Background: an optimization exercise with open tools, aiming at small area, a short achievable clock period and few clock cycles per item. Do not read the settings as production practice.
RTL that was checked went through simulation tests only; none was proved equivalent to the original.
Only the layout flow was run in run 1; the RTL was not checked for function there.

==> flow/design.v (outline; a module is shown in full before it is edited, if it fits) <==
// module Convolution_without_pipeline: 1421 lines
// module fa3: 4 lines
// module xnor2m: 3 lines
// module maj3m: 3 lines
// module xor2m: 3 lines
// module or2m: 3 lines
// module nor2m: 3 lines
// module nand2m: 3 lines
// module invm: 3 lines
// module a21oim: 3 lines
// module o21aim: 3 lines
module Convolution_without_pipeline(
    clk, rst_n, in_valid,
    In_IFM_1, In_IFM_2, In_IFM_3, In_IFM_4, In_IFM_5, In_IFM_6, In_IFM_7, In_IFM_8, In_IFM_9,
    In_Weight_1, In_Weight_2, In_Weight_3, In_Weight_4, In_Weight_5, In_Weight_6, In_Weight_7, In_Weight_8, In_Weight_9,
    out_valid, Out_OFM
    );
  // ...
==> flow/flow/run.sh <==
#!/bin/bash
# Own flow: the standard flow (standard.sh) with its synthesis unchanged.
# The layout steps only differ in two ways:
#  * the delay cells (clkdlybuf4s*, dlygate*, dlymetal*) are not used, so the
#    port buffers and the resizer use ordinary buffers instead;
#  * buffer_ports uses buf_2 for the port buffers.
set -euo pipefail
bash standard.sh synth > synth.log 2>&1
PLATFORM_DONT_USE="sky130_fd_sc_hd__probe_p_8 sky130_fd_sc_hd__probec_p_8 sky130_fd_sc_hd__lpflow_bleeder_1 sky130_fd_sc_hd__lpflow_clkbufkapwr_1 sky130_fd_sc_hd__lpflow_clkbufkapwr_16 sky130_fd_sc_hd__lpflow_clkbufkapwr_2 sky130_fd_sc_hd__lpflow_clkbufkapwr_4 sky130_fd_sc_hd__lpflow_clkbufkapwr_8 sky130_fd_sc_hd__lpflow_clkinvkapwr_1 sky130_fd_sc_hd__lpflow_clkinvkapwr_16 sky130_fd_sc_hd__lpflow_clkinvkapwr_2 sky130_fd_sc_hd__lpflow_clkinvkapwr_4 sky130_fd_sc_hd__lpflow_clkinvkapwr_8 sky130_fd_sc_hd__lpflow_decapkapwr_12 sky130_fd_sc_hd__lpflow_decapkapwr_3 sky130_fd_sc_hd__lpflow_decapkapwr_4 sky130_fd_sc_hd__lpflow_decapkapwr_6 sky130_fd_sc_hd__lpflow_decapkapwr_8 sky130_fd_sc_hd__lpflow_inputiso0n_1 sky130_fd_sc_hd__lpflow_inputiso0p_1 sky130_fd_sc_hd__lpflow_inputiso1n_1 sky130_fd_sc_hd__lpflow_inputiso1p_1 sky130_fd_sc_hd__lpflow_inputisolatch_1 sky130_fd_sc_hd__lpflow_isobufsrc_1 sky130_fd_sc_hd__lpflow_isobufsrc_16 sky130_fd_sc_hd__lpflow_isobufsrc_2 sky130_fd_sc_hd__lpflow_isobufsrc_4 sky130_fd_sc_hd__lpflow_isobufsrc_8 sky130_fd_sc_hd__lpflow_isobufsrckapwr_16 sky130_fd_sc_hd__lpflow_lsbuf_lh_hl_isowell_tap_1 sky130_fd_sc_hd__lpflow_lsbuf_lh_hl_isowell_tap_2 sky130_fd_sc_hd__lpflow_lsbuf_lh_hl_isowell_tap_4 sky130_fd_sc_hd__lpflow_lsbuf_lh_isowell_4 sky130_fd_sc_hd__lpflow_lsbuf_lh_isowell_tap_1 sky130_fd_sc_hd__lpflow_lsbuf_lh_isowell_tap_2 sky130_fd_sc_hd__lpflow_lsbuf_lh_isowell_tap_4"
DELAY_CELLS="sky130_fd_sc_hd__clkdlybuf4s15_1 sky130_fd_sc_hd__clkdlybuf4s15_2 sky130_fd_sc_hd__clkdlybuf4s18_1 sky130_fd_sc_hd__clkdlybuf4s18_2 sky130_fd_sc_hd__clkdlybuf4s25_1 sky130_fd_sc_hd__clkdlybuf4s25_2 sky130_fd_sc_hd__clkdlybuf4s50_1 sky130_fd_sc_hd__clkdlybuf4s50_2 sky130_fd_sc_hd__dlygate4sd1_1 sky130_fd_sc_hd__dlygate4sd2_1 sky130_fd_sc_hd__dlygate4sd3_1 sky130_fd_sc_hd__dlymetal6s2s_1 sky130_fd_sc_hd__dlymetal6s4s_1 sky130_fd_sc_hd__dlymetal6s6s_1"
bash standard.sh "DONT_USE_CELLS=$PLATFORM_DONT_USE $DELAY_CELLS" \
  "BUFFER_PORTS_ARGS=-buffer_cell sky130_fd_sc_hd__buf_2" finish > layout.log 2>&1
==> flow/standard.sh <==
#!/bin/bash
# synth_recipe.tcl (not shown) runs the flow's synth.tcl, then flattens the netlist and writes it again
# the make line also repeats each setting of config.mk as NAME=value (left out here)
make -C /OpenROAD-flow-scripts/flow DESIGN_CONFIG=/design/flow/config.mk WORK_HOME=/design/flow/orfs CLKGATE_MAP_FILE= SYNTH_SCRIPT=/design/flow/synth_recipe.tcl "${@:-finish}"
==> flow/config.mk <==
export PLATFORM = sky130hd
export DESIGN_NAME = Convolution_without_pipeline
export DESIGN_NICKNAME = Convolution_without_pipeline
export VERILOG_FILES = /design/flow/design.v
export SDC_FILE = /design/flow/constraint.sdc
export NUM_CORES = 4
export LEC_CHECK = 0
export CAP_MARGIN = 20
export CORE_MARGIN = 2
export CORE_UTILIZATION = 40
export GPL_ROUTABILITY_DRIVEN = 0
export SETUP_SLACK_MARGIN = 4.4
export SLEW_MARGIN = 20
export SYNTH_HIERARCHICAL = 1
export SYNTH_MINIMUM_KEEP_SIZE = 0
==> flow/constraint.sdc <==
create_clock -name core_clock -period 10.0 [get_ports {clk}]
set_input_delay 2.0000 -clock core_clock [delete_from_list [all_inputs] [get_ports {clk}]]
set_output_delay 2.0000 -clock core_clock [all_outputs]
set_load 0.01 [all_outputs]
==> impl_metrics.ini, run 1 <==
[critical_path]
cp_max_fo = 8
max_stage_delay_ns = 0.45
cp-endpoint = r_s520
startpoint = In_IFM_5[3]
critPathBufInv = 1

[clock_network]
holdBufCountCts = 0
cts_resized = 22
cts_max_path_buffers = 2
cts-root-buf = clkbuf_16

[die]
dieWidth_um = 208
placeableCoreArea_mm2 = 0.0409
dieArea_mm2 = 0.0432

[final_layout]
drive_gt1_frac = 0.162
largest_cell_class = multi-input gates
final_cells = 2004
regArea_mm2 = 0.00107

[global_routing]
grt_pass1_wl_um = 74900
grt_usage = 0.237

[drt]
routed.top_layer = met4
ant_nets = 0

[sta]
fmax_ghz = 0.180

[placement]
hpwl_um = 45100

[status]
outcome = complete, no violations

[synthesis]
synth_fa_ha_area_frac = 0.662
==> inputs of run 2 (changes only) <==
--- a/flow/design.v
+++ b/flow/design.v
@@ -1217,45 +1217,44 @@
 fa3 u_fa517 (.a(s515), .b(c489), .c(c490), .s(s518), .co(c518));
 fa3 u_fa534 (.a(c515), .b(c516), .c(s533), .s(s535), .co(c535));
 fa3 u_fa518 (.a(s516), .b(c491), .c(s517), .s(s519), .co(c519));
 fa3 u_fa542 (.a(s541), .b(c533), .c(s542), .s(s543), .co(c543));
 fa3 u_fa492 (.a(c456), .b(s490), .c(c457), .s(s493), .co(c493));
 nand2m u_na568 (.a(n568_0), .b(n551_0), .y(n569_0));
 fa3 u_fa309 (.a(c246), .b(s306), .c(c247), .s(s310), .co(c310));
 nand2m u_na571 (.a(n552_0), .b(n571_0), .y(n572_0));
-fa3 u_fa188 (.a(c135), .b(s187), .c(c136), .s(s189), .co(c189));
 fa3 u_fa249 (.a(c187), .b(s247), .c(s248), .s(s250), .co(c250));
 fa3 u_fa310 (.a(s307), .b(s308), .c(c248), .s(s311), .co(c311));
 fa3 u_fa367 (.a(s364), .b(c309), .c(s365), .s(s368), .co(c368));
 fa3 u_fa417 (.a(c365), .b(s415), .c(c366), .s(s418), .co(c418));
 fa3 u_fa459 (.a(c415), .b(s457), .c(c416), .s(s460), .co(c460));
 fa3 u_fa493 (.a(s491), .b(c458), .c(s492), .s(s494), .co(c494));
 fa3 u_fa535 (.a(c517), .b(s534), .c(c518), .s(s536), .co(c536));
 fa3 u_fa543 (.a(c534), .b(c535), .c(s543), .s(s544), .co(c544));
 fa3 u_fa546 (.a(c542), .b(s546), .c(c543), .s(s547), .co(c547));
-fa3 u_fa519 (.a(c492), .b(s518), .c(c493), .s(s520), .co(c520));
 xnor2m u_xn569 (.a(n552_0), .b(n569_0), .y(n570_0));
 invm u_in572 (.a(n572_0), .y(n573_0));
 a21oim u_a2573 (.a(n553_0), .b(n573_0), .c(n551_0), .y(n574_0));
-reg r_s4, r_s93, r_c93, r_s135, r_s136, r_s188, r_c188, r_s189, r_c189, r_s249, r_c249, r_s250;
-reg r_c250, r_s309, r_s310, r_c310, r_s311, r_c311, r_s366, r_s367, r_c367, r_s368, r_c368, r_s416;
-reg r_s417, r_c417, r_s418, r_c418, r_s458, r_s459, r_c459, r_s460, r_c460, r_s493, r_s494, r_c494;
-reg r_s519, r_c519, r_s520, r_c520, r_s535, r_s536, r_c536, r_s544, r_c544, r_c546, r_s547, r_c547;
-reg r_n550_0, r_n567_0, r_n570_0, r_n574_0;
+reg r_s4, r_s93, r_c93, r_s135, r_c135, r_s136, r_c136, r_s187, r_s188, r_c188, r_s249, r_c249;
+reg r_s250, r_c250, r_s309, r_s310, r_c310, r_s311, r_c311, r_s366, r_s367, r_c367, r_s368, r_c368;
+reg r_s416, r_s417, r_c417, r_s418, r_c418, r_s458, r_s459, r_c459, r_s460, r_c460, r_c492, r_s493;
+reg r_c493, r_s494, r_c494, r_s518, r_s519, r_c519, r_s535, r_s536, r_c536, r_s544, r_c544, r_c546;
+reg r_s547, r_c547, r_n550_0, r_n567_0, r_n570_0, r_n574_0;
 always @(posedge clk) begin
     r_s4 <= s4;
     r_s93 <= s93;
     r_c93 <= c93;
     r_s135 <= s135;
+    r_c135 <= c135;
     r_s136 <= s136;
+    r_c136 <= c136;
+    r_s187 <= s187;
     r_s188 <= s188;
     r_c188 <= c188;
-    r_s189 <= s189;
-    r_c189 <= c189;
     r_s249 <= s249;
     r_c249 <= c249;
     r_s250 <= s250;
     r_c250 <= c250;
     r_s309 <= s309;
     r_s310 <= s310;
     r_c310 <= c310;
     r_s311 <= s311;
@@ -1270,57 +1269,60 @@
     r_c417 <= c417;
     r_s418 <= s418;
     r_c418 <= c418;
     r_s458 <= s458;
     r_s459 <= s459;
     r_c459 <= c459;
     r_s460 <= s460;
     r_c460 <= c460;
+    r_c492 <= c492;
     r_s493 <= s493;
+    r_c493 <= c493;
     r_s494 <= s494;
     r_c494 <= c494;
+    r_s518 <= s518;
     r_s519 <= s519;
     r_c519 <= c519;
-    r_s520 <= s520;
-    r_c520 <= c520;
     r_s535 <= s535;
     r_s536 <= s536;
     r_c536 <= c536;
     r_s544 <= s544;
     r_c544 <= c544;
     r_c546 <= c546;
     r_s547 <= s547;
     r_c547 <= c547;
     r_n550_0 <= n550_0;
     r_n567_0 <= n567_0;
     r_n570_0 <= n570_0;
     r_n574_0 <= n574_0;
 end
 invm u_in565 (.a(r_s4), .y(n566_0));
 fa3 u_fa136 (.a(r_s135), .b(r_c93), .c(r_s136), .s(s137), .co(c137));
+fa3 u_fa188 (.a(r_c135), .b(r_s187), .c(r_c136), .s(s189), .co(c189));
 fa3 u_fa418 (.a(r_c367), .b(r_s416), .c(r_s417), .s(s419), .co(c419));
 fa3 u_fa460 (.a(r_s458), .b(r_c417), .c(r_s459), .s(s461), .co(c461));
+fa3 u_fa519 (.a(r_c492), .b(r_s518), .c(r_c493), .s(s520), .co(c520));
 fa3 u_fa311 (.a(r_s309), .b(r_c249), .c(r_s310), .s(s312), .co(c312));
 fa3 u_fa368 (.a(r_c310), .b(r_s366), .c(r_s367), .s(s369), .co(c369));
 nor2m u_no577 (.a(s137), .b(r_s93), .y(n578_0));
-fa3 u_fa189 (.a(r_s188), .b(r_s189), .c(c137), .s(s190), .co(c190));
-fa3 u_fa250 (.a(r_c188), .b(r_s249), .c(r_c189), .s(s251), .co(c251));
+fa3 u_fa189 (.a(r_s188), .b(s189), .c(c137), .s(s190), .co(c190));
+fa3 u_fa250 (.a(r_c188), .b(r_s249), .c(c189), .s(s251), .co(c251));
 fa3 u_fa494 (.a(r_c459), .b(r_s493), .c(r_c460), .s(s495), .co(c495));
 fa3 u_fa461 (.a(r_c418), .b(r_s460), .c(c419), .s(s462), .co(c462));
 fa3 u_fa536 (.a(r_s535), .b(r_c519), .c(r_s536), .s(s537), .co(c537));
-fa3 u_fa520 (.a(r_s519), .b(r_c494), .c(r_s520), .s(s521), .co(c521));
+fa3 u_fa520 (.a(r_s519), .b(r_c494), .c(s520), .s(s521), .co(c521));
 fa3 u_fa312 (.a(r_c250), .b(r_s311), .c(s312), .s(s313), .co(c313));
 fa3 u_fa369 (.a(r_c311), .b(r_s368), .c(c312), .s(s370), .co(c370));
 fa3 u_fa419 (.a(r_c368), .b(r_s418), .c(c369), .s(s420), .co(c420));
 invm u_in581 (.a(s190), .y(n582_0));
 fa3 u_fa251 (.a(r_s250), .b(s251), .c(c190), .s(s252), .co(c252));
 fa3 u_fa495 (.a(r_s494), .b(c461), .c(s495), .s(s496), .co(c496));
 fa3 u_fa544 (.a(r_c536), .b(r_s544), .c(c537), .s(s545), .co(c545));
-fa3 u_fa537 (.a(r_c520), .b(s537), .c(c521), .s(s538), .co(c538));
+fa3 u_fa537 (.a(c520), .b(s537), .c(c521), .s(s538), .co(c538));
 fa3 u_fa370 (.a(s369), .b(c313), .c(s370), .s(s371), .co(c371));
 fa3 u_fa420 (.a(s419), .b(c370), .c(s420), .s(s421), .co(c421));
 fa3 u_fa462 (.a(s461), .b(c420), .c(s462), .s(s463), .co(c463));
 xor2m u_xo574 (.a(r_s93), .b(r_n574_0), .y(n575_0));
 nor2m u_no575 (.a(r_s93), .b(r_n574_0), .y(n576_0));
 invm u_in578 (.a(r_n574_0), .y(n579_0));
 nand2m u_na582 (.a(n582_0), .b(n578_0), .y(n583_0));
 nor2m u_no585 (.a(s252), .b(s190), .y(n586_0));
--- a/flow/config.mk
+++ b/flow/config.mk
@@ -4,12 +4,12 @@
 export VERILOG_FILES = /design/flow/design.v
 export SDC_FILE = /design/flow/constraint.sdc
 export NUM_CORES = 4
 export LEC_CHECK = 0
 export CAP_MARGIN = 20
 export CORE_MARGIN = 2
 export CORE_UTILIZATION = 40
 export GPL_ROUTABILITY_DRIVEN = 0
-export SETUP_SLACK_MARGIN = 4.4
+export SETUP_SLACK_MARGIN = 4.5
 export SLEW_MARGIN = 20
 export SYNTH_HIERARCHICAL = 1
 export SYNTH_MINIMUM_KEEP_SIZE = 0
==> run 2 against run 1 <==
Compared with the run above:
- wire length up 1.8%
- via count increased by 2.0%
- critical path type is now flop to primary output
- clock-buffer cell count shrank 2
- global-route usage increased by 0.34 points
- synthesized cell count is 0.14% higher
- critical endpoint is now Out_OFM[17]
- flip-flop and latch count rose by 2
==> impl_metrics.ini, run 2 <==
[critical_path]
critical-path-top-delay-family = adder cells
crit_path_end_kind = primary output
max_stage_delay_ns = 0.51
cp_max_fo = 4
cp_cell_sequence = fa_2 > fa_1 > fa_2 > xor2_4 > buf_6 > a21oi_4 > o21ai_4 > buf_8 > buf_6 > a21oi_4 > o21ai_4 > nand2_1 > xor2_1 > buf_2
critPathLaunchType = flop
startpoint = r_s417
critPathBufInv = 4
cp.depth = 14
crit_type = flop to primary output
arrival_ns = 3.51
cp_slowest_cell = fa_2
cp.required_ns = 8.00
cp-endpoint = Out_OFM[17]

[drt]
dr_total_vias = 10800
ant_nets = 0
wl_um = 49500
drc = 0
drt_iter0_drc = 1141
firstDrtPassIters = 5
avgViaCountPerCell = 5.35
wl_per_cell_um = 24.5

[clock_network]
cts_max_path_buffers = 2
cts_tree = done
cts.sinks = 55
cts_made_buffers = 5
cts_max_level = 2
cts.clk_slew.worst_paths_ns = 0.08
cts-root-buf = clkbuf_16
holdBufCountCts = 0

[placement]
pre_cts_ws_ns = 4.16
hpwl_um = 45500
place_inst = 1989
port_buffers = 167

[run]
cap_violations = 0

[sta]
fmax_ghz = 0.182
rsz0062_at_grt = yes
finalSetupTns_ns = 0
setup_violations = 0
period_minus_slack_ns = 5.51
fin_crit_sh = 0.551
hold_viol_final = 0
slew_viol_final = 0
fin_ws_ns = 4.49

[synthesis]
syn_area_per_cell_um2 = 11.5
synth_flop_cell = dfxtp_1
synth_top_area_share = 0.660
synth-seq-cells = 55
async_reset_ff_frac = 0.0182
synth_edf_count = 0
yosysMostFrequentCell = nand2_1
synthesis.instances = 1454
mappedNetlistArea_mm2 = 0.0167
yosysWarnings = 7
yosysSeqAreaShare = 0.0664
syn-num-nets = 2150
synthDistinctLibCells = 14
ys_top_cells_by_area = fa_1 66%, nand2_1 13%, buf_6 9.7%, dfxtp_1 6.5%, buf_4 0.95%
yosysTopAreaCell = fa_1
ys_top_cells_by_count = 589 x nand2_1, 549 x fa_1, 144 x buf_6, 54 x dfxtp_1, 29 x inv_1

[worst_hold_path]
hp-class = input pin to async pin

[die]
rows = 74
initial_utilization = 0.407
dieWidth_um = 208
io_pins = 169
die_y_um = 208
dieArea_mm2 = 0.0433
placeableCoreArea_mm2 = 0.0409

[final_layout]
syn2layout_area_growth_pct = 2.96
final_cell_mix = 582 x nand2_1, 508 x fa_1, 96 x buf_2, 78 x clkbuf_4, 50 x dfxtp_1
final_cells = 2019
final_nets = 2182
drive_gt1_frac = 0.185
final_common_cell = nand2_1
diodes = 0

[global_routing]
grt_overflow_total = 0
grt_usage = 0.240
antenna_found_initial = 0
grt_pass1_wl_um = 76400
grt_max_degree = 19
grt_pass1_vias = 12300

[status]
outcome = complete, no violations
run 2: changes by cell type after synthesis, sizes merged:
cell   change
dfxtp      +2
run 2: what timing repair did:
item                       CTS  global route
pin swaps                   21            20
setup buffers               13             9
gates resized for setup     40           122
setup endpoints to repair   12            21
run 2: worst min-delay path by stage:
stage / slack [ns] / endpoint
after floorplan: 1.70 / out_valid
after global placement: 1.77 / out_valid
after detailed placement: 1.78 / out_valid
after CTS: 1.43 / out_valid
after global routing: 1.42 / out_valid
final: 1.44 / out_valid
run 2: metal layers:
| metal | GRT usage | wire (um) |
|---|---|---|
| met5 | 0 | 0 |
| met4 | 0.0743 | 1810 |
| met3 | 0.0402 | 4500 |
| met2 | 0.384 | 23700 |
| met1 | 0.338 | 19500 |
run 2: logic make-up after synthesis:
kind of cell / share of synthesized area
adders and majority gates: 0.660
AOI/OAI and AO/OA: 0.00736
DFF: 0.0664
other: 0.000225
buffers and inverters: 0.113
and+or+nand+nor: 0.139
xor gates and xnor gates: 0.0131
run 2: metrics by stage:
| stage | hold slack (ns) | cell area, um^2 | util |
|---|---|---|---|
| floorplan | 1.70 | 16700 | - |
| global placement | 1.77 | 16400 | 0.400 |
| detailed placement | 1.78 | 16400 | 0.400 |
| CTS | 1.43 | 16800 | 0.410 |
| global route | 1.42 | 17100 | 0.419 |
| finish | 1.44 | 17100 | 0.419 |
run 2: Yosys stat by module, one instance, submodules excluded:
module / times used / cells / cell area, um^2
nor2m: 16 / 1 / 3.75
Convolution_without_pipeline: 1 / 797 / 5070
xor2m: 16 / 1 / 8.76
xnor2m: 9 / 1 / 8.76
invm: 29 / 1 / 3.75
fa3: 549 / 1 / 20.0
a21oim: 10 / 1 / 8.76
nand2m: 21 / 1 / 3.75
o21aim: 7 / 1 / 5.00
run 2: cell type report:
type	instances	area, um^2
tap	532	666
sequential	55	1110
inverter	29	109
multi-input combinational	1205	13900
clock buffer	5	125
fill	3941	23800
clock inverter	3	46.3
timing repair buffer	190	1170
Testbench counts of run 2, summed over its fixed seeds: cycles 3,208, items 3,200.
==> inputs of run 3 (changes only) <==
--- a/flow/config.mk
+++ b/flow/config.mk
@@ -10,5 +10,5 @@
 export CORE_UTILIZATION = 40
 export GPL_ROUTABILITY_DRIVEN = 0
-export SETUP_SLACK_MARGIN = 4.5
+export SETUP_SLACK_MARGIN = 4.3
 export SLEW_MARGIN = 20
 export SYNTH_HIERARCHICAL = 1
==> run 3 against run 2 <==
Compared with the run above:
- flip-flop and latch count stayed put
- still clean on timing, DRC and antenna
- critical endpoint is now Out_OFM[18]
- utilization is 1.1 points lower
- final cell count is 0.69% lower
- setup slack worse by 0.080 ns
==> impl_metrics.ini, run 3 <==
[status]
outcome = complete, no violations

[sta]
slew_viol_final = 0
fin_crit_sh = 0.559
hold_viol_final = 0
hold_ws_ns = 1.43
fmax_ghz = 0.179
setup_violations = 0
period_minus_slack_ns = 5.59
rsz0062_at_grt = no
finalSetupTns_ns = 0

[synthesis]
synth_top_area_share = 0.660
yosysMostFrequentCell = nand2_1
synth_edf_count = 0
synth_flop_cell = dfxtp_1
async_reset_ff_frac = 0.0182
ys_top_cells_by_area = fa_1 66%, nand2_1 13%, buf_6 9.7%, dfxtp_1 6.5%, buf_4 0.95%
syn_area_per_cell_um2 = 11.5
synthesis.instances = 1454
ys_top_cells_by_count = 589 x nand2_1, 549 x fa_1, 144 x buf_6, 54 x dfxtp_1, 29 x inv_1
syn-num-nets = 2150
yosysWarnings = 7
yosysTopAreaCell = fa_1
mappedNetlistArea_mm2 = 0.0167
synthDistinctLibCells = 14
yosysSeqAreaShare = 0.0664
synth-seq-cells = 55

[final_layout]
final_common_cell = nand2_1
final_cell_mix = 586 x nand2_1, 544 x fa_1, 170 x buf_2, 54 x dfxtp_1, 29 x inv_1
syn2layout_area_growth_pct = 0.300
multi_input_comb_area_mm2 = 0.0138
nFillCells = 3986
drive_gt1_frac = 0.147
diodes = 0
regArea_mm2 = 0.00111
final_nets = 2168

[global_routing]
grt_pass1_vias = 11900
antenna_found_initial = 0
grt_overflow_total = 0
grt_usage = 0.239
grt_pass1_wl_um = 75900
grt_max_degree = 19

[critical_path]
crit_type = flop to primary output
cp_common_cell = fa_2
cp_cell_sequence = fa_2 > fa_2 > fa_2 > fa_2 > xor2_4 > nand2_2 > nor2_4 > nand2_2 > o21ai_4 > nand2_1 > xor2_1 > buf_2
crit_path_end_kind = primary output
cp_max_fo = 4
arrival_ns = 3.59
cp.required_ns = 8.00
cp_slowest_cell = fa_2
critPathLaunchType = flop
max_stage_delay_ns = 0.45

[worst_hold_path]
hp-class = input pin to async pin

[clock_network]
cts_made_buffers = 5
cts_tree = done
cts_max_path_buffers = 2
cts.clk_slew.worst_paths_ns = 0.08
cts.sinks = 55
cts_max_level = 2
holdBufCountCts = 0
cts-root-buf = clkbuf_16

[run]
cap_violations = 0

[drt]
wl_um = 49200
ant_nets = 0
avgViaCountPerCell = 5.32
wl_per_cell_um = 24.5
drt_iter0_drc = 1111
drc = 0
dr_total_vias = 10700
firstDrtPassIters = 5

[die]
placeableCoreArea_mm2 = 0.0409
initial_utilization = 0.407
die_y_um = 208
dieWidth_um = 208
io_pins = 169
rows = 74
dieArea_mm2 = 0.0433

[placement]
hpwl_um = 45500
port_buffers = 167
==> run 3: per-module statistics from Yosys (local to each module, per instance) <==
module	flip-flops and latches	cell area (um^2)
Convolution_without_pipeline	55	5070
a21oim	0	8.76
fa3	0	20.0
invm	0	3.75
nand2m	0	3.75
nor2m	0	3.75
o21aim	0	5.00
xnor2m	0	8.76
xor2m	0	8.76
==> run 3: path summary, 6_finish.rpt <==
path                          start     endpoint  slack (ns)
setup / recovery             r_s187  Out_OFM[18]        4.41
hold / removal                rst_n    out_valid        1.43
max in group asynchronous     rst_n    out_valid        8.48
min in group core_clock    in_valid    out_valid        1.78
==> run 3: timing repair <==
item | CTS | global route
pin swaps | 2 | 12
setup buffers | 1 | 7
endpoints found under the hold margin | 0 | 0
endpoints found under the setup margin | 8 | 8
resized for setup | 12 | 12
==> run 3: logic make-up after synthesis <==
family | count (synthesis) | share of synthesized area
compound gates | 17 | 0.00736
xor+xnor | 25 | 0.0131
fa+ha+maj | 549 | 0.660
buf+inv | 194 | 0.113
flops | 55 | 0.0664
other cells | 1 | 0.000225
simple gates | 613 | 0.139
==> run 3: layout make-up <==
cell class              instances  share of cell area
clock inverters                 3             0.00277
well taps                     532              0.0399
flip-flops and latches         55              0.0662
inverters                      29             0.00652
clock buffers                   5             0.00749
repair buffers                176              0.0530
multi-input cells            1205               0.824
==> run 3: metrics by stage <==
step | area (um^2) | setup WS [ns] | cells | utilization
3_5_place_dp | 16400 | 4.13 | 1989 | 0.400
4_1_cts | 16600 | 4.31 | 1998 | 0.406
2_1_floorplan | 16700 | 4.48 | 1454 | -
3_3_place_gp | 16400 | 4.19 | 1989 | 0.400
6_report | 16700 | 4.41 | 2005 | 0.408
5_1_grt | 16700 | 4.25 | 2005 | 0.408
==> run 3: per-layer routing <==
| layer | GRT usage | part of all wire | up-vias |
|---|---|---|---|
| met2 | 0.394 | 0.49 | 614 |
| li1 | - | - | 4217 |
| met3 | 0.0328 | 0.088 | 54 |
| met5 | 0 | 0 | - |
| met1 | 0.339 | 0.40 | 5780 |
| met4 | 0.0536 | 0.026 | 0 |
==> run 3: worst max-delay path, delay by kind of cell, from the launching register on <==
kind | cells | cell delay, ns
AO/OA/AOI/OAI | 1 | 0.24
XOR/XNOR | 2 | 0.34
adder cells (fa/ha/maj) | 4 | 1.64
buffers and inverters | 1 | 0.14
flip-flops | 1 | 0.35
AND/OR/NAND/NOR | 4 | 0.56
==> inputs of run 4 (changes only) <==
--- a/flow/config.mk
+++ b/flow/config.mk
@@ -8,7 +8,7 @@
 export CAP_MARGIN = 20
 export CORE_MARGIN = 2
-export CORE_UTILIZATION = 40
+export CORE_UTILIZATION = 65
 export GPL_ROUTABILITY_DRIVEN = 0
-export SETUP_SLACK_MARGIN = 4.3
+export SETUP_SLACK_MARGIN = 4.4
 export SLEW_MARGIN = 20
 export SYNTH_HIERARCHICAL = 1
==> run 4 against run 3 <==
Compared with the run above:
- global-route usage increased by 12 points
- non-clock buffer count increased by 4
- critical endpoint is now Out_OFM[13]
- worst hold slack improved by 0.0022 ns
- via count decreased by 0.24%
- still clean
- critical path type unchanged
==> impl_metrics.ini, run 4 <==
[status]
outcome = complete, no violations

[synthesis]
synthesis.instances = 1454
synth_top_family_by_area = adder cells
yosysWarnings = 7
synth_edf_count = 0
yosysSeqAreaShare = 0.0664
muxShareOfSynthArea = 0
synthXorXnorAreaFrac = 0.0131
synth_fa_ha_area_frac = 0.660
synth_flop_cell = dfxtp_1
async_reset_ff_frac = 0.0182
synth_top_area_share = 0.660
synth-simple-area-share = 0.139
ys_top_cells_by_count = 589 x nand2_1, 549 x fa_1, 144 x buf_6, 54 x dfxtp_1, 29 x inv_1
ys_top_cells_by_area = fa_1 66%, nand2_1 13%, buf_6 9.7%, dfxtp_1 6.5%, buf_4 0.95%
synthDistinctLibCells = 14
synth-seq-cells = 55
syn-num-nets = 2150
syn_area_per_cell_um2 = 11.5
yosysTopAreaCell = fa_1
mappedNetlistArea_mm2 = 0.0167
synth_compound_area_frac = 0.00736
yosysMostFrequentCell = nand2_1

[sta]
fmax_ghz = 0.182
fin_ws_ns = 4.49
finalSetupTns_ns = 0
hold_ws_ns = 1.44
setup_violations = 0
slew_viol_final = 0
fin_crit_sh = 0.551
hold_viol_final = 0
period_minus_slack_ns = 5.51
rsz0062_at_grt = yes

[global_routing]
antenna_found_initial = 0
grt_pass1_vias = 11200
grtUsageMet1 = 0.515
grt_overflow_total = 0
use_met3 = 0.0495
grt_usage = 0.363
grtUsageMet2 = 0.592
grt_pass1_wl_um = 68400
top_usage_layer = met2
grt_max_degree = 19

[drt]
wl_per_cell_um = 25.2
dr_total_vias = 10600
wl_um = 45500
firstDrtPassIters = 6
drt_iter0_drc = 1062
drc = 0
ant_nets = 0
avgViaCountPerCell = 5.89

[placement]
pre_cts_ws_ns = 4.16
hpwl_um = 41500
port_buffers = 167

[die]
io_pins = 169
initial_utilization = 0.661
placeableCoreArea_mm2 = 0.0252
dieArea_mm2 = 0.0269
die_y_um = 164
dieWidth_um = 164
rows = 58

[final_layout]
diodes = 0
drive_gt1_frac = 0.156
final_util = 0.656
final_nets = 2172
final_cell_mix = 584 x nand2_1, 540 x fa_1, 171 x buf_2, 52 x dfxtp_1, 29 x inv_1
final_common_cell = nand2_1
syn2layout_area_growth_pct = -0.857

[clock_network]
cts_made_buffers = 5
holdBufCountCts = 0
cts_tree = done
cts_max_path_buffers = 2
cts-root-buf = clkbuf_16
cts.clk_slew.worst_paths_ns = 0.09
cts.sinks = 55
cts_max_level = 2

[critical_path]
cp_cell_sequence = fa_2 > fa_2 > fa_2 > fa_2 > xor2_2 > nand2_2 > nor2_4 > buf_4 > nand2_1 > o21ai_1 > xor2_1 > buf_2
cp_common_cell = fa_2
cp.required_ns = 8.00
cp_max_fo = 4
arrival_ns = 3.51
max_stage_delay_ns = 0.46
crit_path_end_kind = primary output
critPathLaunchType = flop
cp_slowest_cell = fa_2
crit_type = flop to primary output

[worst_hold_path]
hp-class = input pin to async pin

[run]
cap_violations = 0
run 4: metrics by stage:
| stage | std cells | area [um^2] |
|---|---|---|
| floorplan | 1454 | 16700 |
| global placement | 1787 | 16100 |
| detailed placement | 1787 | 16100 |
| CTS | 1800 | 16400 |
| global route | 1807 | 16500 |
| finish | 1807 | 16500 |
run 4: cell type report:
cell class / count / area (um^2)
Tap cell: 330 / 413
Fill cell: 2039 / 8670
Clock buffer: 5 / 125
Timing Repair Buffer: 180 / 916
Clock inverter: 3 / 22.5
Multi-Input combinational cell: 1205 / 13800
Sequential cell: 55 / 1110
Inverter: 29 / 109
run 4: logic make-up (layout without fill, tap and decap cells):
kind of cell	count (synthesis)	in the layout
adder cells (fa/ha/maj)	549	549
flip-flops	55	55
XOR/XNOR	25	25
AND/OR/NAND/NOR	613	613
AO/OA/AOI/OAI	17	17
buffers and inverters	194	217
other	1	1
run 4: layer usage:
metal  up-vias  wire (um)
met2       678      22600
li1       4234          -
met5         -          0
met4         0       1850
met3        73       4380
met1      5654      16700
run 4: how the worst max path moves through the flow:
stage | start | end | cells after the start
3_3_place_gp | In_Weight_2[5] | r_s494 | 9
4_1_cts | r_c367 | Out_OFM[17] | 11
5_1_grt | r_s416 | Out_OFM[16] | 12
2_1_floorplan | In_IFM_2[3] | r_s494 | 9
6_report | r_s187 | Out_OFM[13] | 12
3_5_place_dp | In_Weight_2[5] | r_s494 | 9
run 4: worst max-delay path, delay by kind of cell, from the launching register on:
family | cells | cell delay, ns
AND/OR/NAND/NOR | 3 | 0.37
XOR/XNOR | 2 | 0.34
buffers and inverters | 2 | 0.32
AO/OA/AOI/OAI | 1 | 0.15
adder cells (fa/ha/maj) | 4 | 1.65
flip-flops | 1 | 0.35
run 4: repair_timing:
action,CTS,global route
pin swaps,5,22
endpoints found under the setup margin,11,10
resized for setup,13,30
buffers inserted,5,7
run 4: per-module statistics from Yosys (local to each module, per instance):
module                        cells  cell area, um^2  times used
o21aim                            1             5.00           7
nand2m                            1             3.75          21
xnor2m                            1             8.76           9
invm                              1             3.75          29
nor2m                             1             3.75          16
xor2m                             1             8.76          16
Convolution_without_pipeline    797             5070           1
a21oim                            1             8.76          10
fa3                               1             20.0         549
==> inputs of run 5 (changes only) <==
--- a/flow/config.mk
+++ b/flow/config.mk
@@ -8,5 +8,5 @@
 export CAP_MARGIN = 20
 export CORE_MARGIN = 2
-export CORE_UTILIZATION = 65
+export CORE_UTILIZATION = 75
 export GPL_ROUTABILITY_DRIVEN = 0
 export SETUP_SLACK_MARGIN = 4.4
==> run 5 against run 4 <==
Compared with the run above:
- critical endpoint is now Out_OFM[14]
- critical path depth is 1 lower
- largest cell class unchanged
- final cell count is 2.7% lower
- sequential share of layout area hardly changed
- wire length is 2.5% lower
- flip-flop and latch count stayed put
- utilization is 9.7 points higher
- setup slack worse by 0.036 ns
- first-iteration DRC count is 7.3% higher
- synthesized cell count stayed put
==> impl_metrics.ini, run 5 <==
[status]
outcome = complete, no violations

[global_routing]
use_met3 = 0.0927
grt_max_degree = 19
grt_pass1_vias = 11800
grt_overflow_total = 0
grtUsageMet1 = 0.556
grt_usage = 0.407
grt_pass1_wl_um = 68600
antenna_found_initial = 0
grtUsageMet2 = 0.615
top_usage_layer = met2

[critical_path]
cp_slowest_cell = fa_2
crit_type = flop to primary output
cp.required_ns = 8.00
startpoint = r_s417
max_stage_delay_ns = 0.64
critPathLaunchType = flop
cp_cell_sequence = fa_2 > fa_1 > fa_2 > xor2_2 > nand2_2 > o21ai_4 > buf_2 > a21oi_2 > o21ai_1 > xor2_1 > buf_2
cp_max_fo = 5
arrival_ns = 3.54
crit_path_end_kind = primary output

[sta]
hold_ws_ns = 1.45
slew_viol_final = 0
period_minus_slack_ns = 5.54
setup_violations = 0
fmax_ghz = 0.180
fin_ws_ns = 4.46
finalSetupTns_ns = 0
hold_viol_final = 0
rsz0062_at_grt = yes
fin_crit_sh = 0.554

[die]
die_y_um = 153
io_pins = 169
placeableCoreArea_mm2 = 0.0218
rows = 54
initial_utilization = 0.763
dieArea_mm2 = 0.0234
dieWidth_um = 153

[clock_network]
cts.clk_slew.worst_paths_ns = 0.08
cts_made_buffers = 5
cts.sinks = 55
cts_max_path_buffers = 2
holdBufCountCts = 0
cts_max_level = 2
cts_tree = done
cts-root-buf = clkbuf_16

[drt]
drt_iter0_drc = 1139
drc = 0
avgViaCountPerCell = 6.23
ant_nets = 0
dr_total_vias = 11000
wl_um = 44400
firstDrtPassIters = 5
wl_per_cell_um = 25.3

[synthesis]
async_reset_ff_frac = 0.0182
syn_area_per_cell_um2 = 11.5
synth_top_area_share = 0.660
ys_top_cells_by_area = fa_1 66%, nand2_1 13%, buf_6 9.7%, dfxtp_1 6.5%, buf_4 0.95%
ys_top_cells_by_count = 589 x nand2_1, 549 x fa_1, 144 x buf_6, 54 x dfxtp_1, 29 x inv_1
yosysTopAreaCell = fa_1
synth_compound_area_frac = 0.00736
synthesis.instances = 1454
synthXorXnorAreaFrac = 0.0131
mappedNetlistArea_mm2 = 0.0167
synth_flop_cell = dfxtp_1
yosysSeqAreaShare = 0.0664
syn-num-nets = 2150
synth_fa_ha_area_frac = 0.660
synth-simple-area-share = 0.139
yosysWarnings = 7
yosysMostFrequentCell = nand2_1
synth-seq-cells = 55
muxShareOfSynthArea = 0
synthDistinctLibCells = 14
synth_edf_count = 0
synth_top_family_by_area = adder cells

[final_layout]
syn2layout_area_growth_pct = -1.40
design_area_mm2 = 0.0164
final_cell_mix = 585 x nand2_1, 538 x fa_1, 176 x buf_2, 52 x dfxtp_1, 29 x inv_1
final_common_cell = nand2_1
final_nets = 2174
diodes = 0
drive_gt1_frac = 0.158

[worst_hold_path]
hp-class = input pin to async pin

[placement]
pre_cts_ws_ns = 4.17
port_buffers = 167
hpwl_um = 40000
placed_cell_area_mm2 = 0.0161

[run]
cap_violations = 0
==> run 5: cell counts after synthesis <==
No cell type changed its count.
==> run 5: layout make-up <==
type | instances | area, um^2
fillers | 1548 | 5410
multi-input cells | 1205 | 13800
well taps | 280 | 350
repair buffers | 182 | 918
clock buffers | 5 | 125
flip-flops and latches | 55 | 1110
inverters | 29 | 109
clock inverters | 3 | 22.5
==> run 5: worst max-delay path, delay by kind of cell, from the launching register on <==
| kind | cells | cell delay (ns) |
|---|---|---|
| flops | 1 | 0.33 |
| simple gates | 1 | 0.14 |
| fa+ha+maj | 3 | 1.53 |
| compound gates | 3 | 0.49 |
| buf+inv | 2 | 0.33 |
| xor+xnor | 2 | 0.40 |
==> run 5: logic make-up (layout without fill, tap and decap cells) <==
kind of cell    count (synthesis)  after routing
compound gates                 17             17
xor+xnor                       25             25
simple gates                  613            613
other cells                     1              1
buf+inv                       194            219
fa+ha+maj                     549            549
flops                          55             55
==> run 5: path summary, 6_finish.rpt <==
| check | end | slack (ns) | cells past startpoint |
|---|---|---|---|
| worst max-delay path | Out_OFM[14] | 4.46 | 11 |
| worst min-delay path | out_valid | 1.45 | 1 |
| max in group asynchronous | out_valid | 8.46 | 1 |
| min in group core_clock | out_valid | 1.80 | 1 |
==> run 5: per-module statistics from Yosys, one instance, submodules excluded <==
module,flops+latches,cells inside,times used
nor2m,0,1,16
a21oim,0,1,10
fa3,0,1,549
Convolution_without_pipeline,55,797,1
nand2m,0,1,21
xor2m,0,1,16
invm,0,1,29
xnor2m,0,1,9
o21aim,0,1,7
==> run 5: timing repair <==
item,CTS,global route
setup buffers,2,12
setup endpoints to repair,9,13
pin swaps,2,17
resized for setup,14,24
==> run 5: layer usage <==
layer	part of all wire	wire, um	up-vias
met2	0.47	20900	854
li1	-	-	4234
met5	0	0	-
met1	0.34	15000	5720
met4	0.077	3410	0
met3	0.11	5090	145
==> run 5: per-stage QoR <==
step / instances / utilization
after global placement: 1737 / 0.736
final: 1759 / 0.752
after detailed placement: 1737 / 0.736
after floorplan: 1454 / -
after global routing: 1759 / 0.752
after CTS: 1747 / 0.746
==> inputs of run 6 (changes only) <==
--- a/flow/config.mk
+++ b/flow/config.mk
@@ -8,5 +8,5 @@
 export CAP_MARGIN = 20
 export CORE_MARGIN = 2
-export CORE_UTILIZATION = 75
+export CORE_UTILIZATION = 50
 export GPL_ROUTABILITY_DRIVEN = 0
 export SETUP_SLACK_MARGIN = 4.4
==> run 6 against run 5 <==
Compared with the run above:
- die area grew 49%
- global-route usage shrank 13 points
- sequential share of layout area shrank 0.075 points
- highest routed layer unchanged
- area after synthesis is the same
- synthesized cell count is the same
- via count shrank 3.7%
- clock-buffer cell count is the same
==> impl_metrics.ini, run 6 <==
[status]
outcome = complete, no violations

[sta]
fin_ws_ns = 4.47
slew_viol_final = 0
setup_violations = 0
finalSetupTns_ns = 0
period_minus_slack_ns = 5.53
hold_viol_final = 0
rsz0062_at_grt = yes
fin_crit_sh = 0.553
hold_ws_ns = 1.44
fmax_ghz = 0.181

[clock_network]
cts_max_level = 2
cts_made_buffers = 5
holdBufCountCts = 0
cts_tree = done
cts.sinks = 55
cts-root-buf = clkbuf_16
cts.clk_slew.worst_paths_ns = 0.09
cts_max_path_buffers = 2

[critical_path]
max_stage_delay_ns = 0.55
cp_cell_sequence = buf_2 > nand2_1 > fa_1 > fa_1 > fa_1 > fa_1 > fa_1 > fa_1 > fa_1
cp_max_fo = 8
cp.required_ns = 10.19
critPathLaunchType = input pin
crit_path_end_kind = flop
cp_common_cell = fa_1
cp_slowest_cell = fa_1
crit_type = input pin to flop
arrival_ns = 5.71

[synthesis]
synthDistinctLibCells = 14
async_reset_ff_frac = 0.0182
yosysMostFrequentCell = nand2_1
yosysWarnings = 7
mappedNetlistArea_mm2 = 0.0167
syn_area_per_cell_um2 = 11.5
synth_top_area_share = 0.660
synth_edf_count = 0
synthesis.instances = 1454
yosysTopAreaCell = fa_1
ys_top_cells_by_count = 589 x nand2_1, 549 x fa_1, 144 x buf_6, 54 x dfxtp_1, 29 x inv_1
synth_flop_cell = dfxtp_1
yosysSeqAreaShare = 0.0664
syn-num-nets = 2150
ys_top_cells_by_area = fa_1 66%, nand2_1 13%, buf_6 9.7%, dfxtp_1 6.5%, buf_4 0.95%
synth-seq-cells = 55

[drt]
firstDrtPassIters = 5
dr_total_vias = 10600
drc = 0
ant_nets = 0
drt_iter0_drc = 903
avgViaCountPerCell = 5.51
wl_per_cell_um = 24.2
wl_um = 46400

[global_routing]
grt_max_degree = 18
grt_overflow_total = 0
grt_pass1_wl_um = 71200
grtUsageMet1 = 0.393
grt_usage = 0.281
top_usage_layer = met2
grtUsageMet2 = 0.462
use_met3 = 0.0485
antenna_found_initial = 0
grt_pass1_vias = 11500

[final_layout]
final_cell_mix = 583 x nand2_1, 539 x fa_1, 168 x buf_2, 52 x dfxtp_1, 29 x inv_1
final_cells = 1915
syn2layout_area_growth_pct = -0.286
drive_gt1_frac = 0.155
final_nets = 2168
design_area_mm2 = 0.0166
diodes = 0
final_common_cell = nand2_1
final_util = 0.508

[die]
io_pins = 169
rows = 66
dieWidth_um = 186
die_y_um = 186
placeableCoreArea_mm2 = 0.0327
initial_utilization = 0.509
dieArea_mm2 = 0.0348

[placement]
port_buffers = 167
place_inst = 1899
pre_cts_ws_ns = 4.11
placed_cell_area_mm2 = 0.0163
hpwl_um = 43000

[worst_hold_path]
hp-class = input pin to async pin

[run]
cap_violations = 0
[run 6: timing repair]
item | in CTS | in global routing
setup buffers | 3 | 5
gates resized for setup | 18 | 25
pin swaps | 5 | 12
endpoints found under the setup margin | 9 | 9
[run 6: worst max path at each step]
stage	startpoint	to	slack, ns	cells after the start
finish	In_Weight_6[3]	r_s494	4.47	9
global route	r_c135	Out_OFM[17]	4.37	12
floorplan	In_IFM_2[3]	r_s494	4.48	9
global placement	In_IFM_2[3]	r_s494	4.18	9
CTS	r_c367	Out_OFM[17]	4.40	11
detailed placement	In_Weight_1[7]	r_s494	4.11	9
[run 6: worst max-delay path, delay by kind of cell]
family	cells	cell delay (ns)
fa+ha+maj	7	3.33
buf+inv	1	0.23
simple gates	1	0.14
[run 6: modules after synthesis, one instance, submodules excluded]
module                        cells  area (um^2)  flops+latches  times used
xor2m                             1         8.76              0          16
fa3                               1         20.0              0         549
o21aim                            1         5.00              0           7
Convolution_without_pipeline    797         5070             55           1
nand2m                            1         3.75              0          21
nor2m                             1         3.75              0          16
invm                              1         3.75              0          29
a21oim                            1         8.76              0          10
xnor2m                            1         8.76              0           9
[run 6: kinds of logic (layout without fill, tap and decap cells)]
group / Yosys count / after routing / share of synthesized area
buf+inv: 194 / 213 / 0.113
xor+xnor: 25 / 25 / 0.0131
compound gates: 17 / 17 / 0.00736
other cells: 1 / 1 / 0.000225
simple gates: 613 / 613 / 0.139
flops: 55 / 55 / 0.0664
fa+ha+maj: 549 / 549 / 0.660
[run 6: area by class of cell]
| type | count | area (um^2) |
|---|---|---|
| Fill cell | 3044 | 16100 |
| Multi-Input combinational cell | 1205 | 13800 |
| Sequential cell | 55 | 1110 |
| Timing Repair Buffer | 176 | 901 |
| Tap cell | 442 | 553 |
| Clock buffer | 5 | 125 |
| Inverter | 29 | 109 |
| Clock inverter | 3 | 18.8 |
[run 6: per-layer routing]
| metal | vias to the layer above | share of wire |
|---|---|---|
| li1 | 4217 | - |
| met1 | 5645 | 0.38 |
| met2 | 630 | 0.49 |
| met3 | 59 | 0.093 |
| met4 | 0 | 0.031 |
| met5 | - | 0 |
==> inputs of run 7 (changes only) <==
--- a/flow/config.mk
+++ b/flow/config.mk
@@ -8,5 +8,5 @@
 export CAP_MARGIN = 20
 export CORE_MARGIN = 2
-export CORE_UTILIZATION = 50
+export CORE_UTILIZATION = 40
 export GPL_ROUTABILITY_DRIVEN = 0
 export SETUP_SLACK_MARGIN = 4.4
==> run 7 against run 6 <==
Compared with the run above:
- setup slack lost 0.0034 ns
- highest routed layer unchanged
- first-iteration DRC count up 29%
- sequential share of layout area decreased by 0.057 points
- wire length grew 5.9%
- flip-flop and latch count stayed put
- non-clock buffer count is 3 higher
- still clean on timing, DRC and antenna
- critical path type is now flop to primary output
- critical endpoint is now Out_OFM[13]
- global-route usage fell by 4.2 points
- clock-buffer cell count unchanged
==> impl_metrics.ini, run 7 <==
[placement]
hpwl_um = 45500
placed_cell_area_mm2 = 0.0164
place_inst = 1989
port_buffers = 167
pre_cts_ws_ns = 4.13

[global_routing]
grt_pass1_vias = 11900
grt_max_degree = 19
grt_pass1_wl_um = 76000
grt_usage = 0.239
grt_overflow_total = 0
antenna_found_initial = 0

[sta]
fin_ws_ns = 4.47
fmax_ghz = 0.181
slew_viol_final = 0
rsz0062_at_grt = yes
finalSetupTns_ns = 0
setup_violations = 0
hold_viol_final = 0
period_minus_slack_ns = 5.53
fin_crit_sh = 0.553

[synthesis]
synthDistinctLibCells = 14
yosysTopAreaCell = fa_1
syn-num-nets = 2150
yosysWarnings = 7
synth_top_area_share = 0.660
mappedNetlistArea_mm2 = 0.0167
synth_flop_cell = dfxtp_1
ys_top_cells_by_count = 589 x nand2_1, 549 x fa_1, 144 x buf_6, 54 x dfxtp_1, 29 x inv_1
synthesis.instances = 1454
synth_edf_count = 0
synth-seq-cells = 55
syn_area_per_cell_um2 = 11.5
yosysSeqAreaShare = 0.0664
yosysMostFrequentCell = nand2_1
async_reset_ff_frac = 0.0182
ys_top_cells_by_area = fa_1 66%, nand2_1 13%, buf_6 9.7%, dfxtp_1 6.5%, buf_4 0.95%

[final_layout]
final_cells = 2008
regArea_mm2 = 0.00111
design_area_mm2 = 0.0167
drive_gt1_frac = 0.154
final_common_cell = nand2_1
nFillCells = 3977
multi_input_comb_area_mm2 = 0.0138
diodes = 0
final_util = 0.409
final_cell_mix = 583 x nand2_1, 539 x fa_1, 165 x buf_2, 52 x dfxtp_1, 29 x inv_1
final_nets = 2171
syn2layout_area_growth_pct = 0.579

[drt]
avgViaCountPerCell = 5.30
firstDrtPassIters = 5
ant_nets = 0
drt_iter0_drc = 1161
wl_per_cell_um = 24.5
wl_um = 49200
drc = 0
dr_total_vias = 10600

[critical_path]
cp.required_ns = 8.00
cp_max_fo = 4
crit_path_end_kind = primary output
arrival_ns = 3.53
critPathLaunchType = flop
crit_type = flop to primary output

[clock_network]
cts-root-buf = clkbuf_16
holdBufCountCts = 0
cts_max_path_buffers = 2
cts.clk_slew.worst_paths_ns = 0.08
cts_max_level = 2
cts_tree = done
cts_made_buffers = 5
cts.sinks = 55

[die]
initial_utilization = 0.407
io_pins = 169
rows = 74
dieArea_mm2 = 0.0433
dieWidth_um = 208
die_y_um = 208
placeableCoreArea_mm2 = 0.0409

[worst_hold_path]
hp-class = input pin to async pin

[status]
outcome = complete, no violations

[run]
cap_violations = 0
## run 7: worst max-delay path: stages, from the launching register on
cell and delay (ns):
dfxtp_2 0.33, fa_2 0.39, fa_1 0.48, fa_2 0.36
fa_2 0.39, xor2_2 0.19, nand2_2 0.11, nor2_4 0.24
buf_2 0.17, nand2_2 0.05, o21ai_2 0.14, xor2_1 0.21
buf_2 0.17
## run 7: logic make-up (layout without fill, tap and decap cells)
group,Yosys count,count (layout),synth area share
buf+inv,194,216,0.113
fa+ha+maj,549,549,0.660
simple gates,613,613,0.139
xor+xnor,25,25,0.0131
flops,55,55,0.0664
other cells,1,1,0.000225
compound gates,17,17,0.00736
## run 7: timing repair
action | CTS | global route
resized for setup | 18 | 22
pin swaps | 4 | 17
setup buffers | 7 | 4
setup endpoints to repair | 9 | 10
## run 7: layer usage
| metal | wire (um) | track usage | up-vias | part of all wire |
|---|---|---|---|---|
| met3 | 4600 | 0.0341 | 62 | 0.093 |
| met1 | 19200 | 0.338 | 5737 | 0.39 |
| met2 | 23900 | 0.394 | 616 | 0.49 |
| li1 | - | - | 4222 | - |
| met5 | 0 | 0 | - | 0 |
| met4 | 1390 | 0.0536 | 0 | 0.028 |
## run 7: area by class of cell
| cell class | count | area share |
|---|---|---|
| Sequential cell | 55 | 0.0662 |
| Timing Repair Buffer | 179 | 0.0542 |
| Multi-Input combinational cell | 1205 | 0.823 |
| Clock buffer | 5 | 0.00747 |
| Tap cell | 532 | 0.0397 |
| Clock inverter | 3 | 0.00276 |
| Inverter | 29 | 0.00650 |
## run 7: through the flow
step	hold slack, ns
after floorplan	1.70
after global placement	1.77
after detailed placement	1.78
after CTS	1.42
after global routing	1.42
final	1.43
## run 7: per-module statistics from Yosys (local to each module, per instance)
module,area (um^2),flip-flops and latches,cells inside,copies in the design
nor2m,3.75,0,1,16
xor2m,8.76,0,1,16
Convolution_without_pipeline,5070,55,797,1
a21oim,8.76,0,1,10
fa3,20.0,0,1,549
o21aim,5.00,0,1,7
nand2m,3.75,0,1,21
xnor2m,8.76,0,1,9
invm,3.75,0,1,29
## run 7: final timing paths
path / startpoint / end / slack, ns
min in group core_clock: in_valid / out_valid / 1.78
max in group asynchronous: rst_n / out_valid / 8.49
worst min-delay path: rst_n / out_valid / 1.43
worst max-delay path: r_c136 / Out_OFM[13] / 4.47
==> inputs of run 8 (changes only) <==
--- a/flow/config.mk
+++ b/flow/config.mk
@@ -8,7 +8,7 @@
 export CAP_MARGIN = 20
 export CORE_MARGIN = 2
-export CORE_UTILIZATION = 40
+export CORE_UTILIZATION = 55
 export GPL_ROUTABILITY_DRIVEN = 0
-export SETUP_SLACK_MARGIN = 4.4
+export SETUP_SLACK_MARGIN = 4.3
 export SLEW_MARGIN = 20
 export SYNTH_HIERARCHICAL = 1
==> run 8 against run 7 <==
Compared with the run above:
- fmax barely moved
- final cell count fell by 7.1%
- area after synthesis did not move
- critical endpoint is now Out_OFM[14]
- wire length fell by 5.7%
- highest routed layer unchanged
- still clean on timing, DRC and antenna
- non-clock buffer count did not move
- critical path depth did not move
==> impl_metrics.ini, run 8 <==
[clock_network]
cts_max_path_buffers = 2
cts_made_buffers = 5
cts.sinks = 55
cts_max_level = 2
cts-root-buf = clkbuf_16
cts_tree = done
cts.clk_slew.worst_paths_ns = 0.07

[synthesis]
synth_compound_area_frac = 0.00736
synth_flop_cell = dfxtp_1
yosysTopAreaCell = fa_1
muxShareOfSynthArea = 0
yosysWarnings = 7
yosysSeqAreaShare = 0.0664
yosysMostFrequentCell = nand2_1
synth_top_family_by_area = adder cells
synth_fa_ha_area_frac = 0.660
mappedNetlistArea_mm2 = 0.0167
syn-num-nets = 2150
synth_edf_count = 0
synth-seq-cells = 55
ys_top_cells_by_area = fa_1 66%, nand2_1 13%, buf_6 9.7%, dfxtp_1 6.5%, buf_4 0.95%
syn_area_per_cell_um2 = 11.5
synthXorXnorAreaFrac = 0.0131
synth-simple-area-share = 0.139
synth_top_area_share = 0.660
async_reset_ff_frac = 0.0182
synthesis.instances = 1454
ys_top_cells_by_count = 589 x nand2_1, 549 x fa_1, 144 x buf_6, 54 x dfxtp_1, 29 x inv_1
synthDistinctLibCells = 14

[global_routing]
grt_overflow_total = 0
grt_pass1_wl_um = 70100
grt_usage = 0.313
grt_max_degree = 17
antenna_found_initial = 0
grt_pass1_vias = 11600

[critical_path]
cp_max_fo = 4
arrival_ns = 3.53
crit_type = flop to primary output
crit_path_end_kind = primary output
critPathLaunchType = flop
cp.required_ns = 8.00

[run]
cap_violations = 0

[drt]
firstDrtPassIters = 6
drc = 0
avgViaCountPerCell = 5.68
ant_nets = 0
wl_um = 46400
wl_per_cell_um = 24.9
dr_total_vias = 10600
drt_iter0_drc = 905

[sta]
hold_viol_final = 0
hold_ws_ns = 1.44
fmax_ghz = 0.181
period_minus_slack_ns = 5.53
rsz0062_at_grt = no
fin_crit_sh = 0.553
slew_viol_final = 0
setup_violations = 0
finalSetupTns_ns = 0

[placement]
port_buffers = 167
hpwl_um = 42800

[die]
initial_utilization = 0.560
placeableCoreArea_mm2 = 0.0297
dieArea_mm2 = 0.0317
io_pins = 169
dieWidth_um = 178
rows = 63
die_y_um = 178

[final_layout]
drive_gt1_frac = 0.148
final_nets = 2171
syn2layout_area_growth_pct = -0.917
final_cell_mix = 587 x nand2_1, 544 x fa_1, 175 x buf_2, 54 x dfxtp_1, 29 x inv_1
diodes = 0
final_common_cell = nand2_1

[status]
outcome = complete, no violations

[worst_hold_path]
hp-class = input pin to async pin
-- run 8: per-layer routing --
metal  share of wire  routed length, um  GRT usage  vias to the layer above
li1                -                  -          -                     4223
met1            0.38              17600      0.433                     5716
met2            0.50              23100      0.513                      589
met3           0.079               3670     0.0424                       70
met4           0.045               2080      0.117                        0
met5               0                  0          0                        -
-- run 8: layout make-up --
type / instances / area (um^2)
tap: 390 / 488
timing repair buffer: 179 / 898
sequential: 55 / 1110
inverter: 29 / 109
clock buffer: 6 / 129
multi-input combinational: 1205 / 13800
clock inverter: 2 / 12.5
fill: 2620 / 13200
-- run 8: cells by family after synthesis --
group,after synthesis
compound gates,17
xor+xnor,25
fa+ha+maj,549
buf+inv,194
flops,55
other cells,1
simple gates,613
-- run 8: critical path, stage by stage, from the launching register on --
cell and delay [ns]:
dfxtp_1 0.32, fa_1 0.44, fa_1 0.46, fa_2 0.36, fa_2 0.42, xor2_2 0.20, nand2_2 0.11, nor2_4 0.21
buf_4 0.17, nand2_1 0.05, o21ai_1 0.15, xor2_1 0.19, buf_2 0.16
-- run 8: per-stage QoR --
step / cells / worst slack, ns / area (um^2) / util
after floorplan: 1454 / 4.48 / 16700 / -
after global placement: 1847 / 4.19 / 16200 / 0.545
after detailed placement: 1847 / 4.17 / 16200 / 0.545
after CTS: 1857 / 4.29 / 16400 / 0.552
after global routing: 1866 / 4.27 / 16500 / 0.555
final: 1866 / 4.47 / 16500 / 0.555
-- run 8: how the worst max path moves through the flow --
stage,startpoint,end,slack [ns]
after floorplan,In_IFM_2[3],r_s494,4.48
after global placement,In_Weight_1[7],r_s460,4.19
after detailed placement,In_Weight_2[5],r_s494,4.17
after CTS,r_c310,Out_OFM[17],4.29
after global routing,r_c310,Out_OFM[15],4.27
final,r_c135,Out_OFM[14],4.47
-- run 8: per-module statistics from Yosys, one instance, submodules excluded --
| module | flops+latches | area [um^2] | cells | times used |
|---|---|---|---|---|
| Convolution_without_pipeline | 55 | 5070 | 797 | 1 |
| a21oim | 0 | 8.76 | 1 | 10 |
| fa3 | 0 | 20.0 | 1 | 549 |
| invm | 0 | 3.75 | 1 | 29 |
| nand2m | 0 | 3.75 | 1 | 21 |
| nor2m | 0 | 3.75 | 1 | 16 |
| o21aim | 0 | 5.00 | 1 | 7 |
| xnor2m | 0 | 8.76 | 1 | 9 |
| xor2m | 0 | 8.76 | 1 | 16 |
-- run 8: repair_timing --
| item | 4_1_cts | 5_1_grt |
|---|---|---|
| resized for setup | 8 | 14 |
| setup buffers | 2 | 9 |
| hold buffers | 0 | 0 |
| endpoints found under the setup margin | 8 | 8 |
| pin swaps | 1 | 10 |
==> inputs of run 9 (changes only) <==
--- a/flow/config.mk
+++ b/flow/config.mk
@@ -10,5 +10,5 @@
 export CORE_UTILIZATION = 55
 export GPL_ROUTABILITY_DRIVEN = 0
-export SETUP_SLACK_MARGIN = 4.3
+export SETUP_SLACK_MARGIN = 4.5
 export SLEW_MARGIN = 20
 export SYNTH_HIERARCHICAL = 1
==> run 9 against run 8 <==
Compared with the run above:
- utilization up 1.1 points
- die area unchanged
- flip-flop and latch count unchanged
- clock-buffer cell count down 1
- area after synthesis unchanged
- design area up 1.9%
- setup slack better by 0.093 ns
- fmax up 1.7%
==> impl_metrics.ini, run 9 <==
[clock_network]
cts-root-buf = clkbuf_16
cts_made_buffers = 5
cts_tree = done
cts_max_path_buffers = 2
cts_max_level = 2
cts.clk_slew.worst_paths_ns = 0.08
cts.sinks = 55

[die]
io_pins = 169
dieWidth_um = 178
dieArea_mm2 = 0.0317
rows = 63
placeableCoreArea_mm2 = 0.0297
initial_utilization = 0.560
die_y_um = 178

[critical_path]
cp_max_fo = 8
crit_type = input pin to flop
cp.required_ns = 10.19
arrival_ns = 5.63
critPathLaunchType = input pin
crit_path_end_kind = flop

[sta]
period_minus_slack_ns = 5.44
hold_viol_final = 0
fin_ws_ns = 4.56
fmax_ghz = 0.184
finalSetupTns_ns = 0
slew_viol_final = 0
setup_violations = 0
hold_ws_ns = 1.44
fin_crit_sh = 0.544
rsz0062_at_grt = yes

[synthesis]
ys_top_cells_by_count = 589 x nand2_1, 549 x fa_1, 144 x buf_6, 54 x dfxtp_1, 29 x inv_1
synth_edf_count = 0
synth_top_area_share = 0.660
yosysWarnings = 7
yosysMostFrequentCell = nand2_1
async_reset_ff_frac = 0.0182
synth-seq-cells = 55
synthesis.instances = 1454
yosysTopAreaCell = fa_1
yosysSeqAreaShare = 0.0664
ys_top_cells_by_area = fa_1 66%, nand2_1 13%, buf_6 9.7%, dfxtp_1 6.5%, buf_4 0.95%
syn_area_per_cell_um2 = 11.5
mappedNetlistArea_mm2 = 0.0167
synth_flop_cell = dfxtp_1
syn-num-nets = 2150
synthDistinctLibCells = 14

[placement]
place_inst = 1847
pre_cts_ws_ns = 4.13
hpwl_um = 42400
placed_cell_area_mm2 = 0.0162
port_buffers = 167

[drt]
wl_um = 46200
dr_total_vias = 10500
wl_per_cell_um = 24.7
drc = 0
ant_nets = 0
drt_iter0_drc = 829
firstDrtPassIters = 5
avgViaCountPerCell = 5.61

[global_routing]
antenna_found_initial = 0
grt_overflow_total = 0
grt_pass1_wl_um = 70500
grt_max_degree = 17
grt_pass1_vias = 11500
grt_usage = 0.315

[final_layout]
final_common_cell = nand2_1
drive_gt1_frac = 0.184
syn2layout_area_growth_pct = 1.00
final_cell_mix = 583 x nand2_1, 501 x fa_1, 128 x buf_2, 51 x dfxtp_1, 48 x fa_2
final_nets = 2173
final_util = 0.566
diodes = 0
final_cells = 1867
design_area_mm2 = 0.0168
nFillCells = 2622

[worst_hold_path]
hp-class = input pin to async pin

[run]
cap_violations = 0

[status]
outcome = complete, no violations
[run 9: worst max-delay path by stage]
stage | endpoint | from
2_1_floorplan | r_s494 | In_IFM_4[7]
3_5_place_dp | Out_OFM[18] | r_c135
6_report | r_s494 | In_Weight_1[7]
4_1_cts | r_s494 | In_Weight_1[7]
5_1_grt | Out_OFM[18] | r_s417
3_3_place_gp | Out_OFM[17] | r_c135
[run 9: kinds of logic after synthesis]
kind of cell,Yosys count,synth area share
fa+ha+maj,549,0.660
other cells,1,0.000225
compound gates,17,0.00736
flops,55,0.0664
xor+xnor,25,0.0131
buf+inv,194,0.113
simple gates,613,0.139
[run 9: routing by layer]
layer	track usage	wire length [um]	vias to the layer above
met5	0	0	-
met4	0.107	2010	0
met3	0.0501	3930	76
met2	0.512	22900	589
met1	0.440	17300	5590
li1	-	-	4223
[run 9: modules after synthesis, one instance, submodules excluded]
module                        copies in the design  area [um^2]
invm                                            29         3.75
fa3                                            549         20.0
o21aim                                           7         5.00
xor2m                                           16         8.76
xnor2m                                           9         8.76
Convolution_without_pipeline                     1         5070
a21oim                                          10         8.76
nor2m                                           16         3.75
nand2m                                          21         3.75
[run 9: final cells by class]
cell class                 count  area, um^2  area share
inverter                      29         109     0.00647
timing repair buffer         181        1020      0.0604
clock inverter                 2        37.5     0.00223
clock buffer                   5         125     0.00744
sequential                    55        1110      0.0660
multi-input combinational   1205       13900       0.828
tap                          390         488      0.0290
[run 9: worst max-delay path: stages]
cell and delay, ns:
buf_2 0.19, nand2_1 0.12, fa_1 0.51, fa_1 0.59, fa_1 0.43, fa_1 0.44, fa_1 0.47, fa_1 0.40
fa_1 0.47
[run 9: what timing repair did]
item                                    in CTS  in global routing
gates resized for setup                     26                103
setup buffers                                6                  7
pin swaps                                    8                 27
hold buffers                                 0                  0
endpoints found under the setup margin       9                 19

-- afterwards: timing with drivers on the ports --
The results above use ideal ports. As a check the final layouts listed here were re-extracted and re-timed, cells and wires unchanged. Step 1, drivers: a clkbuf_16 drives clk and a buf_2 each remaining input, both assumed. Step 2 moves the port delays by t, midway between the first and last clock arrival at a register: inputs arrive t later, outputs are due t later. That takes back most of the time a late clock gives input paths. Slacks: no drivers / after step 1 / after step 2; pairs: no drivers / after step 1.
| run | t, ns | setup slack, ns | hold slack, ns | worst register clock-pin slew, ns | cell pins on the clock port's net |
|---|---|---|---|---|---|
| run 1 | 0.351 | 4.454 / 4.450 / 4.099 | 1.444 / 1.420 / 1.771 | 0.07 / 0.07 | 1 |
| run 2 | 0.355 | 4.494 / 4.445 / 4.228 | 1.442 / 1.413 / 1.768 | 0.08 / 0.08 | 1 |
| run 3 | 0.365 | 4.413 / 4.362 / 4.118 | 1.433 / 1.402 / 1.767 | 0.08 / 0.08 | 1 |
| run 4 | 0.360 | 4.494 / 4.446 / 4.158 | 1.435 / 1.409 / 1.769 | 0.09 / 0.09 | 1 |
| run 5 | 0.353 | 4.458 / 4.409 / 4.134 | 1.450 / 1.421 / 1.774 | 0.08 / 0.08 | 1 |
| run 6 | 0.353 | 4.473 / 4.478 / 4.133 | 1.435 / 1.414 / 1.768 | 0.09 / 0.09 | 1 |
| run 7 | 0.364 | 4.469 / 4.419 / 4.154 | 1.433 / 1.403 / 1.767 | 0.08 / 0.08 | 1 |
| run 8 | 0.350 | 4.466 / 4.423 / 4.141 | 1.445 / 1.430 / 1.781 | 0.07 / 0.07 | 1 |
| run 9 | 0.352 | 4.559 / 4.547 / 4.214 | 1.443 / 1.422 / 1.775 | 0.08 / 0.08 | 1 |
After both steps setup and hold are still met in every run listed. For run 1, which loses most, drivers alone change the setup slack by -0.004 ns; drivers and shift together by -0.355 ns.
